From an optimization exercise on the open Yosys and OpenROAD flow, aimed at small area and a short achievable clock period; shortcuts taken in it are not production practice. In this exercise RTL edits were held to simulation tests only and were not proved equivalent to the original.

==> flow/design.v, too long to show whole: its modules and the start of the top module <==
// module CSA_3_2: 10 lines
// module BOOTH_ENC: 10 lines
// module C42_4_2: 16 lines
// module C42N_4_2: 14 lines
// module HA_2_2: 9 lines
// module CPA_32: 267 lines
// module INC_18: 83 lines
// module conv1d: 2361 lines
module conv1d (
    input clk,
    input rst_n,
    input w_valid,
    input [47:0] w_in,
    input [15:0] x,
    input [15:0] b,
    output [31:0] y
);
  // ...
==> flow/flow/run.sh <==
#!/bin/bash
# The standard layout (the standard.sh, unchanged), with plain buf_1
# cells as the port buffers instead of the delay buffers that ORFS's
# buffer_ports picks by default.  standard.sh's full output goes to
# standard.log; ORFS writes each step's log under orfs/logs/.
export BUFFER_PORTS_ARGS="-buffer_cell sky130_fd_sc_hd__buf_1"
bash standard.sh > standard.log 2>&1
==> flow/standard.sh <==
#!/bin/bash
# synth_recipe.tcl (not shown) runs the flow's synth.tcl, then flattens the netlist and writes it again
# the make line also repeats each setting of config.mk as NAME=value (left out here)
make -C /OpenROAD-flow-scripts/flow DESIGN_CONFIG=/design/flow/config.mk WORK_HOME=/design/flow/orfs CLKGATE_MAP_FILE= SYNTH_SCRIPT=/design/flow/synth_recipe.tcl "${@:-finish}"
==> flow/config.mk <==
export PLATFORM = sky130hd
export DESIGN_NAME = conv1d
export DESIGN_NICKNAME = conv1d
export VERILOG_FILES = /design/flow/design.v
export SDC_FILE = /design/flow/constraint.sdc
export NUM_CORES = 4
export LEC_CHECK = 0
export CAP_MARGIN = 70
export CORE_MARGIN = 2
export CORE_UTILIZATION = 65
export PLACE_DENSITY = 0.75
export SETUP_SLACK_MARGIN = 5
export SLEW_MARGIN = 70
export SYNTH_HIERARCHICAL = 1
export SYNTH_MINIMUM_KEEP_SIZE = 0
==> flow/constraint.sdc <==
create_clock -name core_clock -period 10.0 [get_ports {clk}]
set_input_delay 2.0000 -clock core_clock [delete_from_list [all_inputs] [get_ports {clk}]]
set_output_delay 2.0000 -clock core_clock [all_outputs]
set_load 0.01 [all_outputs]
==> impl_metrics.py, run 1 <==
metrics = {
    "run_status": {
        "outcome": "no timing/DRC/antenna violations",
    },
    "final_layout": {
        "regMostFlops": "yr",
        "seqCellArea_um2": 11800,
        "fillerInstances": 3202,
        "final_cell_mix": "xnor2_1 (426), dfrtp_1 (390), a22oi_1 (340)",
    },
    "sta": {
        "setup_viol": 0,
        "fin_hold_ws_ns": 0.330,
        "fin_crit_ns": 4.13,
    },
    "synth": {
        "synthSimpleGateAreaFrac_pct": 2.09,
        "synth-seq-area-share_pct": 37.8,
        "synth-edff-count": 0,
        "synth.most_common_cell": "dfrtp_1",
    },
    "grt": {
        "grt_overflow": 0,
        "grt_use_met2_pct": 51.1,
    },
    "setup_path": {
        "cp-start-kind": "flop",
        "crit_chain": "buf_8 -> fa_1 -> maj3_1 -> xor2_1 -> xnor2_1 -> ha_1 -> nand2_1 -> a2111oi_2 -> nor2_1 -> o311ai_4 -> a41oi_2 -> o31ai_1 -> xor2_1",
        "end_kind": "flop",
        "crit_end": "yr[29]",
        "r2r-end": "yr[29]",
    },
    "cts": {
        "clockBufferDepth": 3,
        "htree_levels": 2,
    },
    "min_path": {
        "worstHoldStart": "bc1_25",
    },
    "detailed_routing": {
        "highest_layer": "met4",
    },
}
==> run 2, diff against run 1 <==
--- a/flow/design.v
+++ b/flow/design.v
@@ -1775,17 +1775,17 @@
   wire m2_129 = ((w2n[10] & none[7]) | (w2n[9] & ntwo[7])) ^ nneg[7];
   wire m2_130 = ((w2n[11] & none[7]) | (w2n[10] & ntwo[7])) ^ nneg[7];
   wire m2_131 = ((w2n[12] & none[7]) | (w2n[11] & ntwo[7])) ^ nneg[7];
   wire m2_132 = ((w2n[13] & none[7]) | (w2n[12] & ntwo[7])) ^ nneg[7];
   wire m2_133 = ((w2n[14] & none[7]) | (w2n[13] & ntwo[7])) ^ nneg[7];
   wire m2_134 = ((w2n[15] & none[7]) | (w2n[14] & ntwo[7])) ^ nneg[7];
   wire m2_135 = ~(((w2n[15] & none[7]) | (w2n[15] & ntwo[7])) ^ nneg[7]);
   wire m2_136, m2_137;
-  HA_2_2 u_m2_136 (.a(nneg[6]), .b(bc0_12), .cout(m2_137), .sum(m2_136));
+  HA_2_2 u_m2_136 (.a(bc0_12), .b(bc1_12), .cout(m2_137), .sum(m2_136));
   wire m2_138, m2_139;
   HA_2_2 u_m2_138 (.a(bc0_13), .b(bc1_13), .cout(m2_139), .sum(m2_138));
   wire m2_140, m2_141;
   CSA_3_2 u_m2_140 (.a(bc0_14), .b(bc1_14), .cin(nneg[7]), .cout(m2_141), .sum(m2_140));
   wire m2_142, m2_143;
   HA_2_2 u_m2_142 (.a(m2_104), .b(m2_119), .cout(m2_143), .sum(m2_142));
   wire m2_144, m2_145;
   CSA_3_2 u_m2_144 (.a(bc0_15), .b(bc1_15), .cin(m2_105), .cout(m2_145), .sum(m2_144));
@@ -1795,41 +1795,41 @@
   CSA_3_2 u_m2_148 (.a(bc0_16), .b(bc1_16), .cin(m2_106), .cout(m2_149), .sum(m2_148));
   wire m2_150, m2_151;
   HA_2_2 u_m2_150 (.a(m2_121), .b(m2_16), .cout(m2_151), .sum(m2_150));
   wire m2_152, m2_153;
   CSA_3_2 u_m2_152 (.a(bc0_17), .b(bc1_17), .cin(m2_107), .cout(m2_153), .sum(m2_152));
   wire m2_154, m2_155;
   HA_2_2 u_m2_154 (.a(bc0_18), .b(bc1_18), .cout(m2_155), .sum(m2_154));
   wire m2_156, m2_157;
-  HA_2_2 u_m2_156 (.a(nneg[3]), .b(bc0_6), .cout(m2_157), .sum(m2_156));
+  HA_2_2 u_m2_156 (.a(bc0_6), .b(bc1_6), .cout(m2_157), .sum(m2_156));
   wire m2_158, m2_159;
   HA_2_2 u_m2_158 (.a(bc0_7), .b(bc1_7), .cout(m2_159), .sum(m2_158));
   wire m2_160, m2_161;
-  CSA_3_2 u_m2_160 (.a(nneg[4]), .b(bc0_8), .cin(bc1_8), .cout(m2_161), .sum(m2_160));
+  CSA_3_2 u_m2_160 (.a(bc0_8), .b(bc1_8), .cin(nneg[4]), .cout(m2_161), .sum(m2_160));
   wire m2_162, m2_163;
   HA_2_2 u_m2_162 (.a(m2_23), .b(m2_38), .cout(m2_163), .sum(m2_162));
   wire m2_164, m2_165;
   CSA_3_2 u_m2_164 (.a(bc0_9), .b(bc1_9), .cin(m2_24), .cout(m2_165), .sum(m2_164));
   wire m2_166, m2_167;
   HA_2_2 u_m2_166 (.a(m2_39), .b(m2_54), .cout(m2_167), .sum(m2_166));
   wire m2_168, m2_169;
-  CSA_3_2 u_m2_168 (.a(nneg[5]), .b(bc0_10), .cin(bc1_10), .cout(m2_169), .sum(m2_168));
+  CSA_3_2 u_m2_168 (.a(bc0_10), .b(bc1_10), .cin(nneg[5]), .cout(m2_169), .sum(m2_168));
   wire m2_170, m2_171;
   CSA_3_2 u_m2_170 (.a(m2_10), .b(m2_25), .cin(m2_40), .cout(m2_171), .sum(m2_170));
   wire m2_172, m2_173;
   HA_2_2 u_m2_172 (.a(m2_55), .b(m2_70), .cout(m2_173), .sum(m2_172));
   wire m2_174, m2_175;
   CSA_3_2 u_m2_174 (.a(bc0_11), .b(bc1_11), .cin(m2_11), .cout(m2_175), .sum(m2_174));
   wire m2_176, m2_177;
   CSA_3_2 u_m2_176 (.a(m2_26), .b(m2_41), .cin(m2_56), .cout(m2_177), .sum(m2_176));
   wire m2_178, m2_179;
   HA_2_2 u_m2_178 (.a(m2_71), .b(m2_86), .cout(m2_179), .sum(m2_178));
   wire m2_180, m2_181;
-  CSA_3_2 u_m2_180 (.a(bc1_12), .b(m2_136), .cin(m2_102), .cout(m2_181), .sum(m2_180));
+  CSA_3_2 u_m2_180 (.a(m2_136), .b(nneg[6]), .cin(m2_102), .cout(m2_181), .sum(m2_180));
   wire m2_182, m2_183;
   CSA_3_2 u_m2_182 (.a(m2_12), .b(m2_27), .cin(m2_42), .cout(m2_183), .sum(m2_182));
   wire m2_184, m2_185;
   CSA_3_2 u_m2_184 (.a(m2_57), .b(m2_72), .cin(m2_87), .cout(m2_185), .sum(m2_184));
   wire m2_186, m2_187;
   CSA_3_2 u_m2_186 (.a(m2_137), .b(m2_138), .cin(m2_103), .cout(m2_187), .sum(m2_186));
   wire m2_188, m2_189;
   CSA_3_2 u_m2_188 (.a(m2_13), .b(m2_28), .cin(m2_43), .cout(m2_189), .sum(m2_188));
@@ -1985,83 +1985,145 @@
   CSA_3_2 u_m3_92 (.a(sc0_26), .b(sc1_26), .cin(sc2_26), .cout(m3_93), .sum(m3_92));
   wire m3_94, m3_95;
   HA_2_2 u_m3_94 (.a(sc3_26), .b(sc4_26), .cout(m3_95), .sum(m3_94));
   wire m3_96, m3_97;
   CSA_3_2 u_m3_96 (.a(sc0_27), .b(sc1_27), .cin(sc2_27), .cout(m3_97), .sum(m3_96));
   wire m3_98, m3_99;
   HA_2_2 u_m3_98 (.a(sc0_28), .b(sc1_28), .cout(m3_99), .sum(m3_98));
   wire m3_100, m3_101;
-  CSA_3_2 u_m3_100 (.a(sc0_0), .b(sc1_0), .cin(sc2_0), .cout(m3_101), .sum(m3_100));
+  HA_2_2 u_m3_100 (.a(sc0_0), .b(sc1_0), .cout(m3_101), .sum(m3_100));
   wire m3_102, m3_103;
-  CSA_3_2 u_m3_102 (.a(sc0_1), .b(sc1_1), .cin(sc2_1), .cout(m3_103), .sum(m3_102));
-  wire m3_104, m3_105, m3_106;
-  C42N_4_2 u_m3_104 (.x1(sc2_2), .x2(sc3_2), .x3(sc4_2), .x4(m3_0), .sum(m3_104), .carry(m3_105), .cout(m3_106));
-  wire m3_107, m3_108, m3_109;
-  C42_4_2 u_m3_107 (.x1(sc2_3), .x2(sc3_3), .x3(m3_1), .x4(m3_2), .cin(m3_106), .sum(m3_107), .carry(m3_108), .cout(m3_109));
-  wire m3_110, m3_111, m3_112;
-  C42_4_2 u_m3_110 (.x1(sc5_4), .x2(m3_3), .x3(m3_6), .x4(m3_4), .cin(m3_109), .sum(m3_110), .carry(m3_111), .cout(m3_112));
-  wire m3_113, m3_114, m3_115;
-  C42_4_2 u_m3_113 (.x1(m3_7), .x2(m3_10), .x3(m3_5), .x4(m3_8), .cin(m3_112), .sum(m3_113), .carry(m3_114), .cout(m3_115));
-  wire m3_116, m3_117, m3_118;
-  C42_4_2 u_m3_116 (.x1(m3_11), .x2(m3_9), .x3(m3_12), .x4(m3_14), .cin(m3_115), .sum(m3_116), .carry(m3_117), .cout(m3_118));
-  wire m3_119, m3_120, m3_121;
-  C42_4_2 u_m3_119 (.x1(m3_13), .x2(m3_15), .x3(m3_16), .x4(m3_18), .cin(m3_118), .sum(m3_119), .carry(m3_120), .cout(m3_121));
-  wire m3_122, m3_123, m3_124;
-  C42_4_2 u_m3_122 (.x1(m3_17), .x2(m3_19), .x3(m3_20), .x4(m3_22), .cin(m3_121), .sum(m3_122), .carry(m3_123), .cout(m3_124));
-  wire m3_125, m3_126, m3_127;
-  C42_4_2 u_m3_125 (.x1(m3_21), .x2(m3_23), .x3(m3_24), .x4(m3_26), .cin(m3_124), .sum(m3_125), .carry(m3_126), .cout(m3_127));
-  wire m3_128, m3_129, m3_130;
-  C42_4_2 u_m3_128 (.x1(m3_25), .x2(m3_27), .x3(m3_28), .x4(m3_30), .cin(m3_127), .sum(m3_128), .carry(m3_129), .cout(m3_130));
-  wire m3_131, m3_132, m3_133;
-  C42_4_2 u_m3_131 (.x1(m3_29), .x2(m3_31), .x3(m3_32), .x4(m3_34), .cin(m3_130), .sum(m3_131), .carry(m3_132), .cout(m3_133));
-  wire m3_134, m3_135, m3_136;
-  C42_4_2 u_m3_134 (.x1(m3_33), .x2(m3_35), .x3(m3_36), .x4(m3_38), .cin(m3_133), .sum(m3_134), .carry(m3_135), .cout(m3_136));
-  wire m3_137, m3_138, m3_139;
-  C42_4_2 u_m3_137 (.x1(m3_37), .x2(m3_39), .x3(m3_40), .x4(m3_42), .cin(m3_136), .sum(m3_137), .carry(m3_138), .cout(m3_139));
-  wire m3_140, m3_141, m3_142;
-  C42_4_2 u_m3_140 (.x1(m3_41), .x2(m3_43), .x3(m3_44), .x4(m3_46), .cin(m3_139), .sum(m3_140), .carry(m3_141), .cout(m3_142));
-  wire m3_143, m3_144, m3_145;
-  C42_4_2 u_m3_143 (.x1(m3_45), .x2(m3_47), .x3(m3_48), .x4(m3_50), .cin(m3_142), .sum(m3_143), .carry(m3_144), .cout(m3_145));
-  wire m3_146, m3_147, m3_148;
-  C42_4_2 u_m3_146 (.x1(m3_49), .x2(m3_51), .x3(m3_52), .x4(m3_54), .cin(m3_145), .sum(m3_146), .carry(m3_147), .cout(m3_148));
-  wire m3_149, m3_150, m3_151;
-  C42_4_2 u_m3_149 (.x1(m3_53), .x2(m3_55), .x3(m3_56), .x4(m3_58), .cin(m3_148), .sum(m3_149), .carry(m3_150), .cout(m3_151));
-  wire m3_152, m3_153, m3_154;
-  C42_4_2 u_m3_152 (.x1(m3_57), .x2(m3_59), .x3(m3_60), .x4(m3_62), .cin(m3_151), .sum(m3_152), .carry(m3_153), .cout(m3_154));
-  wire m3_155, m3_156, m3_157;
-  C42_4_2 u_m3_155 (.x1(m3_61), .x2(m3_63), .x3(m3_64), .x4(m3_66), .cin(m3_154), .sum(m3_155), .carry(m3_156), .cout(m3_157));
-  wire m3_158, m3_159, m3_160;
-  C42_4_2 u_m3_158 (.x1(m3_65), .x2(m3_67), .x3(m3_68), .x4(m3_70), .cin(m3_157), .sum(m3_158), .carry(m3_159), .cout(m3_160));
-  wire m3_161, m3_162, m3_163;
-  C42_4_2 u_m3_161 (.x1(m3_69), .x2(m3_71), .x3(m3_72), .x4(m3_74), .cin(m3_160), .sum(m3_161), .carry(m3_162), .cout(m3_163));
-  wire m3_164, m3_165, m3_166;
-  C42_4_2 u_m3_164 (.x1(m3_73), .x2(m3_75), .x3(m3_76), .x4(m3_78), .cin(m3_163), .sum(m3_164), .carry(m3_165), .cout(m3_166));
-  wire m3_167, m3_168, m3_169;
-  C42_4_2 u_m3_167 (.x1(m3_77), .x2(m3_79), .x3(m3_80), .x4(m3_82), .cin(m3_166), .sum(m3_167), .carry(m3_168), .cout(m3_169));
-  wire m3_170, m3_171, m3_172;
-  C42_4_2 u_m3_170 (.x1(m3_81), .x2(m3_83), .x3(m3_84), .x4(m3_86), .cin(m3_169), .sum(m3_170), .carry(m3_171), .cout(m3_172));
-  wire m3_173, m3_174, m3_175;
-  C42_4_2 u_m3_173 (.x1(m3_85), .x2(m3_87), .x3(m3_88), .x4(m3_90), .cin(m3_172), .sum(m3_173), .carry(m3_174), .cout(m3_175));
-  wire m3_176, m3_177, m3_178;
-  C42_4_2 u_m3_176 (.x1(m3_94), .x2(m3_89), .x3(m3_91), .x4(m3_92), .cin(m3_175), .sum(m3_176), .carry(m3_177), .cout(m3_178));
-  wire m3_179, m3_180, m3_181;
-  C42_4_2 u_m3_179 (.x1(sc3_27), .x2(m3_95), .x3(m3_93), .x4(m3_96), .cin(m3_178), .sum(m3_179), .carry(m3_180), .cout(m3_181));
-  wire m3_182, m3_183, m3_184;
-  C42_4_2 u_m3_182 (.x1(sc2_28), .x2(sc3_28), .x3(m3_98), .x4(m3_97), .cin(m3_181), .sum(m3_182), .carry(m3_183), .cout(m3_184));
-  wire m3_185, m3_186, m3_187;
-  C42_4_2 u_m3_185 (.x1(sc0_29), .x2(sc1_29), .x3(sc2_29), .x4(m3_99), .cin(m3_184), .sum(m3_185), .carry(m3_186), .cout(m3_187));
-  wire m3_188, m3_189, m3_190;
-  C42N_4_2 u_m3_188 (.x1(sc0_30), .x2(sc1_30), .x3(sc2_30), .x4(m3_187), .sum(m3_188), .carry(m3_189), .cout(m3_190));
-  wire m3_191, m3_192;
-  HA_2_2 u_m3_191 (.a(sc0_31), .b(m3_190), .cout(m3_192), .sum(m3_191));
-  wire [31:0] m3_193 = {m3_189, m3_186, m3_183, m3_180, m3_177, m3_174, m3_171, m3_168, m3_165, m3_162, m3_159, m3_156, m3_153, m3_150, m3_147, m3_144, m3_141, m3_138, m3_135, m3_132, m3_129, m3_126, m3_123, m3_120, m3_117, m3_114, m3_111, m3_108, m3_105, m3_103, m3_101, m3_100};
-  wire [31:0] m3_194 = {m3_191, m3_188, m3_185, m3_182, m3_179, m3_176, m3_173, m3_170, m3_167, m3_164, m3_161, m3_158, m3_155, m3_152, m3_149, m3_146, m3_143, m3_140, m3_137, m3_134, m3_131, m3_128, m3_125, m3_122, m3_119, m3_116, m3_113, m3_110, m3_107, m3_104, m3_102, sc3_0};
+  HA_2_2 u_m3_102 (.a(sc0_1), .b(sc1_1), .cout(m3_103), .sum(m3_102));
+  wire m3_104, m3_105;
+  CSA_3_2 u_m3_104 (.a(sc2_2), .b(sc3_2), .cin(sc4_2), .cout(m3_105), .sum(m3_104));
+  wire m3_106, m3_107;
+  CSA_3_2 u_m3_106 (.a(sc2_3), .b(sc3_3), .cin(m3_1), .cout(m3_107), .sum(m3_106));
+  wire m3_108, m3_109;
+  CSA_3_2 u_m3_108 (.a(sc5_4), .b(m3_3), .cin(m3_6), .cout(m3_109), .sum(m3_108));
+  wire m3_110, m3_111;
+  CSA_3_2 u_m3_110 (.a(m3_7), .b(m3_10), .cin(m3_5), .cout(m3_111), .sum(m3_110));
+  wire m3_112, m3_113;
+  CSA_3_2 u_m3_112 (.a(m3_11), .b(m3_9), .cin(m3_12), .cout(m3_113), .sum(m3_112));
+  wire m3_114, m3_115;
+  CSA_3_2 u_m3_114 (.a(m3_13), .b(m3_15), .cin(m3_16), .cout(m3_115), .sum(m3_114));
+  wire m3_116, m3_117;
+  CSA_3_2 u_m3_116 (.a(m3_17), .b(m3_19), .cin(m3_20), .cout(m3_117), .sum(m3_116));
+  wire m3_118, m3_119;
+  CSA_3_2 u_m3_118 (.a(m3_21), .b(m3_23), .cin(m3_24), .cout(m3_119), .sum(m3_118));
+  wire m3_120, m3_121;
+  CSA_3_2 u_m3_120 (.a(m3_25), .b(m3_27), .cin(m3_28), .cout(m3_121), .sum(m3_120));
+  wire m3_122, m3_123;
+  CSA_3_2 u_m3_122 (.a(m3_29), .b(m3_31), .cin(m3_32), .cout(m3_123), .sum(m3_122));
+  wire m3_124, m3_125;
+  CSA_3_2 u_m3_124 (.a(m3_33), .b(m3_35), .cin(m3_36), .cout(m3_125), .sum(m3_124));
+  wire m3_126, m3_127;
+  CSA_3_2 u_m3_126 (.a(m3_37), .b(m3_39), .cin(m3_40), .cout(m3_127), .sum(m3_126));
+  wire m3_128, m3_129;
+  CSA_3_2 u_m3_128 (.a(m3_41), .b(m3_43), .cin(m3_44), .cout(m3_129), .sum(m3_128));
+  wire m3_130, m3_131;
+  CSA_3_2 u_m3_130 (.a(m3_45), .b(m3_47), .cin(m3_48), .cout(m3_131), .sum(m3_130));
+  wire m3_132, m3_133;
+  CSA_3_2 u_m3_132 (.a(m3_49), .b(m3_51), .cin(m3_52), .cout(m3_133), .sum(m3_132));
+  wire m3_134, m3_135;
+  CSA_3_2 u_m3_134 (.a(m3_53), .b(m3_55), .cin(m3_56), .cout(m3_135), .sum(m3_134));
+  wire m3_136, m3_137;
+  CSA_3_2 u_m3_136 (.a(m3_57), .b(m3_59), .cin(m3_60), .cout(m3_137), .sum(m3_136));
+  wire m3_138, m3_139;
+  CSA_3_2 u_m3_138 (.a(m3_61), .b(m3_63), .cin(m3_64), .cout(m3_139), .sum(m3_138));
+  wire m3_140, m3_141;
+  CSA_3_2 u_m3_140 (.a(m3_65), .b(m3_67), .cin(m3_68), .cout(m3_141), .sum(m3_140));
+  wire m3_142, m3_143;
+  CSA_3_2 u_m3_142 (.a(m3_69), .b(m3_71), .cin(m3_72), .cout(m3_143), .sum(m3_142));
+  wire m3_144, m3_145;
+  CSA_3_2 u_m3_144 (.a(m3_73), .b(m3_75), .cin(m3_76), .cout(m3_145), .sum(m3_144));
+  wire m3_146, m3_147;
+  CSA_3_2 u_m3_146 (.a(m3_77), .b(m3_79), .cin(m3_80), .cout(m3_147), .sum(m3_146));
+  wire m3_148, m3_149;
+  CSA_3_2 u_m3_148 (.a(m3_81), .b(m3_83), .cin(m3_84), .cout(m3_149), .sum(m3_148));
+  wire m3_150, m3_151;
+  CSA_3_2 u_m3_150 (.a(m3_85), .b(m3_87), .cin(m3_88), .cout(m3_151), .sum(m3_150));
+  wire m3_152, m3_153;
+  CSA_3_2 u_m3_152 (.a(m3_94), .b(m3_89), .cin(m3_91), .cout(m3_153), .sum(m3_152));
+  wire m3_154, m3_155;
+  CSA_3_2 u_m3_154 (.a(sc3_27), .b(m3_95), .cin(m3_93), .cout(m3_155), .sum(m3_154));
+  wire m3_156, m3_157;
+  CSA_3_2 u_m3_156 (.a(sc2_28), .b(sc3_28), .cin(m3_98), .cout(m3_157), .sum(m3_156));
+  wire m3_158, m3_159;
+  CSA_3_2 u_m3_158 (.a(sc0_29), .b(sc1_29), .cin(sc2_29), .cout(m3_159), .sum(m3_158));
+  wire m3_160, m3_161;
+  HA_2_2 u_m3_160 (.a(sc0_30), .b(sc1_30), .cout(m3_161), .sum(m3_160));
+  wire m3_162, m3_163;
+  HA_2_2 u_m3_162 (.a(sc2_0), .b(sc3_0), .cout(m3_163), .sum(m3_162));
+  wire m3_164, m3_165;
+  CSA_3_2 u_m3_164 (.a(sc2_1), .b(m3_101), .cin(m3_102), .cout(m3_165), .sum(m3_164));
+  wire m3_166, m3_167;
+  CSA_3_2 u_m3_166 (.a(m3_103), .b(m3_0), .cin(m3_104), .cout(m3_167), .sum(m3_166));
+  wire m3_168, m3_169;
+  CSA_3_2 u_m3_168 (.a(m3_2), .b(m3_105), .cin(m3_106), .cout(m3_169), .sum(m3_168));
+  wire m3_170, m3_171;
+  CSA_3_2 u_m3_170 (.a(m3_4), .b(m3_107), .cin(m3_108), .cout(m3_171), .sum(m3_170));
+  wire m3_172, m3_173;
+  CSA_3_2 u_m3_172 (.a(m3_8), .b(m3_109), .cin(m3_110), .cout(m3_173), .sum(m3_172));
+  wire m3_174, m3_175;
+  CSA_3_2 u_m3_174 (.a(m3_14), .b(m3_111), .cin(m3_112), .cout(m3_175), .sum(m3_174));
+  wire m3_176, m3_177;
+  CSA_3_2 u_m3_176 (.a(m3_18), .b(m3_113), .cin(m3_114), .cout(m3_177), .sum(m3_176));
+  wire m3_178, m3_179;
+  CSA_3_2 u_m3_178 (.a(m3_22), .b(m3_115), .cin(m3_116), .cout(m3_179), .sum(m3_178));
+  wire m3_180, m3_181;
+  CSA_3_2 u_m3_180 (.a(m3_26), .b(m3_117), .cin(m3_118), .cout(m3_181), .sum(m3_180));
+  wire m3_182, m3_183;
+  CSA_3_2 u_m3_182 (.a(m3_30), .b(m3_119), .cin(m3_120), .cout(m3_183), .sum(m3_182));
+  wire m3_184, m3_185;
+  CSA_3_2 u_m3_184 (.a(m3_34), .b(m3_121), .cin(m3_122), .cout(m3_185), .sum(m3_184));
+  wire m3_186, m3_187;
+  CSA_3_2 u_m3_186 (.a(m3_38), .b(m3_123), .cin(m3_124), .cout(m3_187), .sum(m3_186));
+  wire m3_188, m3_189;
+  CSA_3_2 u_m3_188 (.a(m3_42), .b(m3_125), .cin(m3_126), .cout(m3_189), .sum(m3_188));
+  wire m3_190, m3_191;
+  CSA_3_2 u_m3_190 (.a(m3_46), .b(m3_127), .cin(m3_128), .cout(m3_191), .sum(m3_190));
+  wire m3_192, m3_193;
+  CSA_3_2 u_m3_192 (.a(m3_50), .b(m3_129), .cin(m3_130), .cout(m3_193), .sum(m3_192));
+  wire m3_194, m3_195;
+  CSA_3_2 u_m3_194 (.a(m3_54), .b(m3_131), .cin(m3_132), .cout(m3_195), .sum(m3_194));
+  wire m3_196, m3_197;
+  CSA_3_2 u_m3_196 (.a(m3_58), .b(m3_133), .cin(m3_134), .cout(m3_197), .sum(m3_196));
+  wire m3_198, m3_199;
+  CSA_3_2 u_m3_198 (.a(m3_62), .b(m3_135), .cin(m3_136), .cout(m3_199), .sum(m3_198));
+  wire m3_200, m3_201;
+  CSA_3_2 u_m3_200 (.a(m3_66), .b(m3_137), .cin(m3_138), .cout(m3_201), .sum(m3_200));
+  wire m3_202, m3_203;
+  CSA_3_2 u_m3_202 (.a(m3_70), .b(m3_139), .cin(m3_140), .cout(m3_203), .sum(m3_202));
+  wire m3_204, m3_205;
+  CSA_3_2 u_m3_204 (.a(m3_74), .b(m3_141), .cin(m3_142), .cout(m3_205), .sum(m3_204));
+  wire m3_206, m3_207;
+  CSA_3_2 u_m3_206 (.a(m3_78), .b(m3_143), .cin(m3_144), .cout(m3_207), .sum(m3_206));
+  wire m3_208, m3_209;
+  CSA_3_2 u_m3_208 (.a(m3_82), .b(m3_145), .cin(m3_146), .cout(m3_209), .sum(m3_208));
+  wire m3_210, m3_211;
+  CSA_3_2 u_m3_210 (.a(m3_86), .b(m3_147), .cin(m3_148), .cout(m3_211), .sum(m3_210));
+  wire m3_212, m3_213;
+  CSA_3_2 u_m3_212 (.a(m3_90), .b(m3_149), .cin(m3_150), .cout(m3_213), .sum(m3_212));
+  wire m3_214, m3_215;
+  CSA_3_2 u_m3_214 (.a(m3_92), .b(m3_151), .cin(m3_152), .cout(m3_215), .sum(m3_214));
+  wire m3_216, m3_217;
+  CSA_3_2 u_m3_216 (.a(m3_96), .b(m3_153), .cin(m3_154), .cout(m3_217), .sum(m3_216));
+  wire m3_218, m3_219;
+  CSA_3_2 u_m3_218 (.a(m3_97), .b(m3_156), .cin(m3_155), .cout(m3_219), .sum(m3_218));
+  wire m3_220, m3_221;
+  CSA_3_2 u_m3_220 (.a(m3_99), .b(m3_158), .cin(m3_157), .cout(m3_221), .sum(m3_220));
+  wire m3_222, m3_223;
+  CSA_3_2 u_m3_222 (.a(sc2_30), .b(m3_160), .cin(m3_159), .cout(m3_223), .sum(m3_222));
+  wire m3_224, m3_225;
+  HA_2_2 u_m3_224 (.a(sc0_31), .b(m3_161), .cout(m3_225), .sum(m3_224));
+  wire [31:0] m3_226 = {m3_224, m3_222, m3_220, m3_217, m3_215, m3_214, m3_211, m3_209, m3_207, m3_205, m3_203, m3_201, m3_199, m3_197, m3_195, m3_193, m3_191, m3_189, m3_187, m3_185, m3_183, m3_181, m3_179, m3_177, m3_175, m3_173, m3_171, m3_169, m3_167, m3_165, m3_163, m3_100};
+  wire [31:0] m3_227 = {m3_223, m3_221, m3_219, m3_218, m3_216, m3_213, m3_212, m3_210, m3_208, m3_206, m3_204, m3_202, m3_200, m3_198, m3_196, m3_194, m3_192, m3_190, m3_188, m3_186, m3_184, m3_182, m3_180, m3_178, m3_176, m3_174, m3_172, m3_170, m3_168, m3_166, m3_164, m3_162};
   wire [31:0] y_s;
-  CPA_32 u_cpa_y (.a(m3_193), .b(m3_194), .s(y_s));
+  CPA_32 u_cpa_y (.a(m3_226), .b(m3_227), .s(y_s));
   always @(posedge clk or negedge rst_n) begin
     if (!rst_n) begin
       ac0_0 <= 1'b0;
       ac1_0 <= 1'b0;
       ac0_1 <= 1'b0;
       ac1_1 <= 1'b0;
       ac0_2 <= 1'b0;
       ac1_2 <= 1'b0;
@@ -2593,45 +2655,45 @@
       bc1_27 <= m1_460;
       bc0_28 <= m1_461;
       bc1_28 <= m1_462;
       bc0_29 <= m1_464;
       bc1_29 <= m1_463;
       bc0_30 <= m1_466;
       bc1_30 <= m1_465;
       bc0_31 <= m1_467;
-      sc0_0 <= nneg[0];
-      sc1_0 <= bc0_0;
-      sc2_0 <= bc1_0;
+      sc0_0 <= bc0_0;
+      sc1_0 <= bc1_0;
+      sc2_0 <= nneg[0];
       sc3_0 <= m2_0;
       sc0_1 <= bc0_1;
       sc1_1 <= bc1_1;
       sc2_1 <= m2_1;
-      sc0_2 <= nneg[1];
-      sc1_2 <= bc0_2;
-      sc2_2 <= bc1_2;
+      sc0_2 <= bc0_2;
+      sc1_2 <= bc1_2;
+      sc2_2 <= nneg[1];
       sc3_2 <= m2_17;
       sc4_2 <= m2_2;
       sc0_3 <= bc0_3;
       sc1_3 <= bc1_3;
       sc2_3 <= m2_18;
       sc3_3 <= m2_3;
-      sc0_4 <= nneg[2];
-      sc1_4 <= bc0_4;
-      sc2_4 <= bc1_4;
+      sc0_4 <= bc0_4;
+      sc1_4 <= bc1_4;
+      sc2_4 <= nneg[2];
       sc3_4 <= m2_19;
       sc4_4 <= m2_34;
       sc5_4 <= m2_4;
       sc0_5 <= bc0_5;
       sc1_5 <= bc1_5;
       sc2_5 <= m2_20;
       sc3_5 <= m2_35;
       sc4_5 <= m2_5;
-      sc0_6 <= bc1_6;
-      sc1_6 <= m2_156;
+      sc0_6 <= m2_156;
+      sc1_6 <= nneg[3];
       sc2_6 <= m2_21;
       sc3_6 <= m2_36;
       sc4_6 <= m2_51;
       sc5_6 <= m2_6;
       sc0_7 <= m2_157;
       sc1_7 <= m2_158;
       sc2_7 <= m2_22;
       sc3_7 <= m2_37;
==> run 2 against run 1 <==
Against the previous run:
- critical endpoint is now yr[28]
- flip-flop and latch count shrank 1
- largest cell class unchanged
- setup slack lost 0.14 ns
- hold slack gained 0.0074 ns
- global-route usage grew 0.26 points
- first-iteration DRC count shrank 15%
- synthesized cell count shrank 5.7%
- fmax shrank 3.3%
- critical path depth shrank 2
- register-to-register slack lost 0.14 ns
- count of clock-buffer cells in the layout grew 1
==> impl_metrics.py, run 2 <==
metrics = {
    "final_layout": {
        "final_common_cell": "xnor2_1",
        "final_area_um2": 33400,
        "largest_register_ffs": 32,
        "fillerInstances": 3028,
        "final_cell_mix": "xnor2_1 (399), dfrtp_1 (390), fa_1 (385)",
        "reg_top3": "yr x32, br x17",
        "area_growth_pct": 9.83,
        "regMostFlops": "yr",
        "final_nets": 2848,
        "drive_gt1_share_pct": 13.5,
        "num_antenna_cells": 0,
    },
    "detailed_routing": {
        "vias": 19000,
        "wl_per_cell_um": 25.5,
        "viasPerCell": 6.51,
        "dr.pass1.iters": 6,
        "drc": 0,
        "wl_um": 74600,
        "drtAntennaViolNets": 0,
        "drtIter0Drc": 1944,
    },
    "sta": {
        "post-route-period-util_pct": 42.7,
        "fin_tns_setup_ns": 0,
        "grt_setup_unrepaired": "false",
        "fin_hold_ws_ns": 0.337,
        "finalHoldViolCount": 0,
        "maxSlewViolCount": 0,
        "fmax_mhz": 234,
        "fin_worst_skew_ns": 0.0250,
        "fin_crit_ns": 4.27,
        "setup_viol": 0,
    },
    "synth": {
        "ys_types": 61,
        "yosys.area.top_type": "dfrtp_1",
        "synthArstFlopShare_pct": 96.6,
        "synth-seq-area-share_pct": 38.5,
        "syn_inst": 2266,
        "synth.area.top_cells": "dfrtp_1 (35%), fa_1 (25%), xnor2_1 (12%), a22oi_1 (8.4%), ha_1 (4.2%)",
        "netlist_top_cells_count": "dfrtp_1 (427), xnor2_1 (399), fa_1 (385), a22oi_1 (340), clkbuf_1 (145)",
        "syn_area_um2": 30400,
        "synth-edff-count": 0,
        "yosysWarnings": 7,
        "ys.flop_type": "dfrtp_1",
        "synth.avg_cell_area_um2": 13.4,
        "synth.most_common_cell": "dfrtp_1",
        "synth_top_cell_area_share_pct": 35.2,
        "synth-seq-cells": 469,
    },
    "cts": {
        "clk_latency_ns": 0.60,
        "clock-sinks": 469,
        "cts_setup_buffers": 0,
        "clockRootBuffer": "clkbuf_16",
        "htree_levels": 2,
        "cts_buffers": 51,
        "cts_tree": "built",
        "clockBufferDepth": 3,
        "cts-resized-gates": 0,
        "hold_buffers": 0,
        "cts.clk_slew.worst_paths_ns": 0.06,
    },
    "run_status": {
        "outcome": "no timing/DRC/antenna violations",
    },
    "setup_path": {
        "worstSetupPathType": "flop to flop",
        "end_kind": "flop",
        "cp.required_ns": 10.49,
        "cp-start-kind": "flop",
        "ff2ff_setup_slack_ns": 5.73,
        "arrival_ns": 4.76,
        "critPathMaxFanout": 6,
    },
    "place": {
        "detailed_place_hpwl_um": 49600,
        "finalWeightedCongestion": 0.930,
        "placed_area_um2": 31500,
        "port_buffers": 114,
    },
    "floorplan": {
        "num_rows": 79,
        "die_x_um": 220,
        "start_util_pct": 65.5,
        "core_um2": 46400,
        "die_h_um": 220,
        "io_pins": 115,
        "dieArea_um2": 48500,
    },
    "grt": {
        "grt_max_degree": 67,
        "grt_use_total_pct": 32.1,
        "grt_pass1_vias": 20800,
        "grt_pass1_wl_um": 117000,
        "grt_overflow": 0,
        "antenna_found_initial": 0,
    },
    "min_path": {
        "hold_class": "flop to flop",
    },
    "run": {
        "max-cap-violations": 0,
    },
}
[run 2: logic make-up after synthesis]
family / count (synthesis) / synth area share [%]
adders and majority gates: 488 / 29.6
AOI/OAI and AO/OA: 484 / 12.1
DFF: 469 / 38.5
xor gates and xnor gates: 446 / 12.9
buffers and inverters: 233 / 3.54
and+or+nand+nor: 97 / 1.47
muxes: 48 / 1.96
other: 1 / 0.0123
[run 2: through the flow]
stage               utilization (%)  std cells  setup slack, ns
detailed placement             67.9       2824             5.67
global route                   72.0       2925             5.64
floorplan                         -       2269             5.97
CTS                            71.6       2918             5.70
finish                         72.0       2925             5.73
global placement               66.7       2808             5.37
[run 2: layer usage]
metal  track usage, %  wire length (um)  up-vias
li1                 -                 -     7732
met2             50.9             36200     1082
met5                0                 0        -
met3             5.70              6160      223
met4             13.9              2570        0
met1             44.1             29600    10000
[run 2: Yosys stat by module, one instance, submodules excluded]
module | flops+latches | cell area, um^2
conv1d | 469 | 19900
CPA_32 | 0 | 1620
BOOTH_ENC | 0 | 38.8
CSA_3_2 | 0 | 20.0
HA_2_2 | 0 | 12.5
[run 2: final timing paths]
check	to	start	cells after the start
max in group asynchronous	w0[5]	rst_n	4
worst min register to register	sc1_30	bc1_30	0
worst max register to register	yr[28]	sc0_8	11
worst min-delay path	sc1_30	bc1_30	0
min in group asynchronous	sc2_26	rst_n	1
worst max-delay path	yr[28]	sc0_8	11
[run 2: final cells by class]
class	instances	area, um^2	area share (%)
flip-flops and latches	469	11800	35.2
inverters	6	22.5	0.0675
multi-input cells	1567	17700	53.1
well taps	607	759	2.28
clock inverters	24	302	0.904
repair buffers	182	1400	4.18
clock buffers	70	1430	4.28
[run 2: critical path, stage by stage, from the launching register on]
cell	delay, ns
dfrtp_1	0.40
fa_1	0.49
fa_1	0.58
fa_1	0.43
ha_1	0.38
a211o_1	0.33
a21oi_1	0.31
o22ai_1	0.19
nor3_2	0.29
o21bai_2	0.14
or3b_1	0.39
a32o_1	0.22

==> re-timing with driven ports <==
Ports are ideal in the flow. The routed layouts listed here were re-timed in OpenROAD.
Step 1: set_driving_cell puts a clkbuf_16 on clk and a buf_2 on each other input, an assumption about the parent block.
Step 2 adds t to the input delays and takes it off the output delays; t is the mean of the earliest and latest rising clock arrival at the registers after step 1. Input paths then give back, and output paths get back, about the clock's delay inside the block.
a / b / c = ideal ports / drivers / drivers and shift; a / b = the first two.
run | t, ns | setup WS [ns] | worst register clock-pin slew, ns | worst data-port slew with drivers (ns)
run 1 | 0.657 | 5.871 / 5.871 / 5.484 | 0.07 / 0.07 | 0.07
run 2 | 0.649 | 5.729 / 5.729 / 5.621 | 0.07 / 0.07 | 0.06
After both steps every run listed still meets setup and hold. For run 1, which loses most, drivers alone change the setup slack by 0.000 ns; drivers and shift together by -0.387 ns.
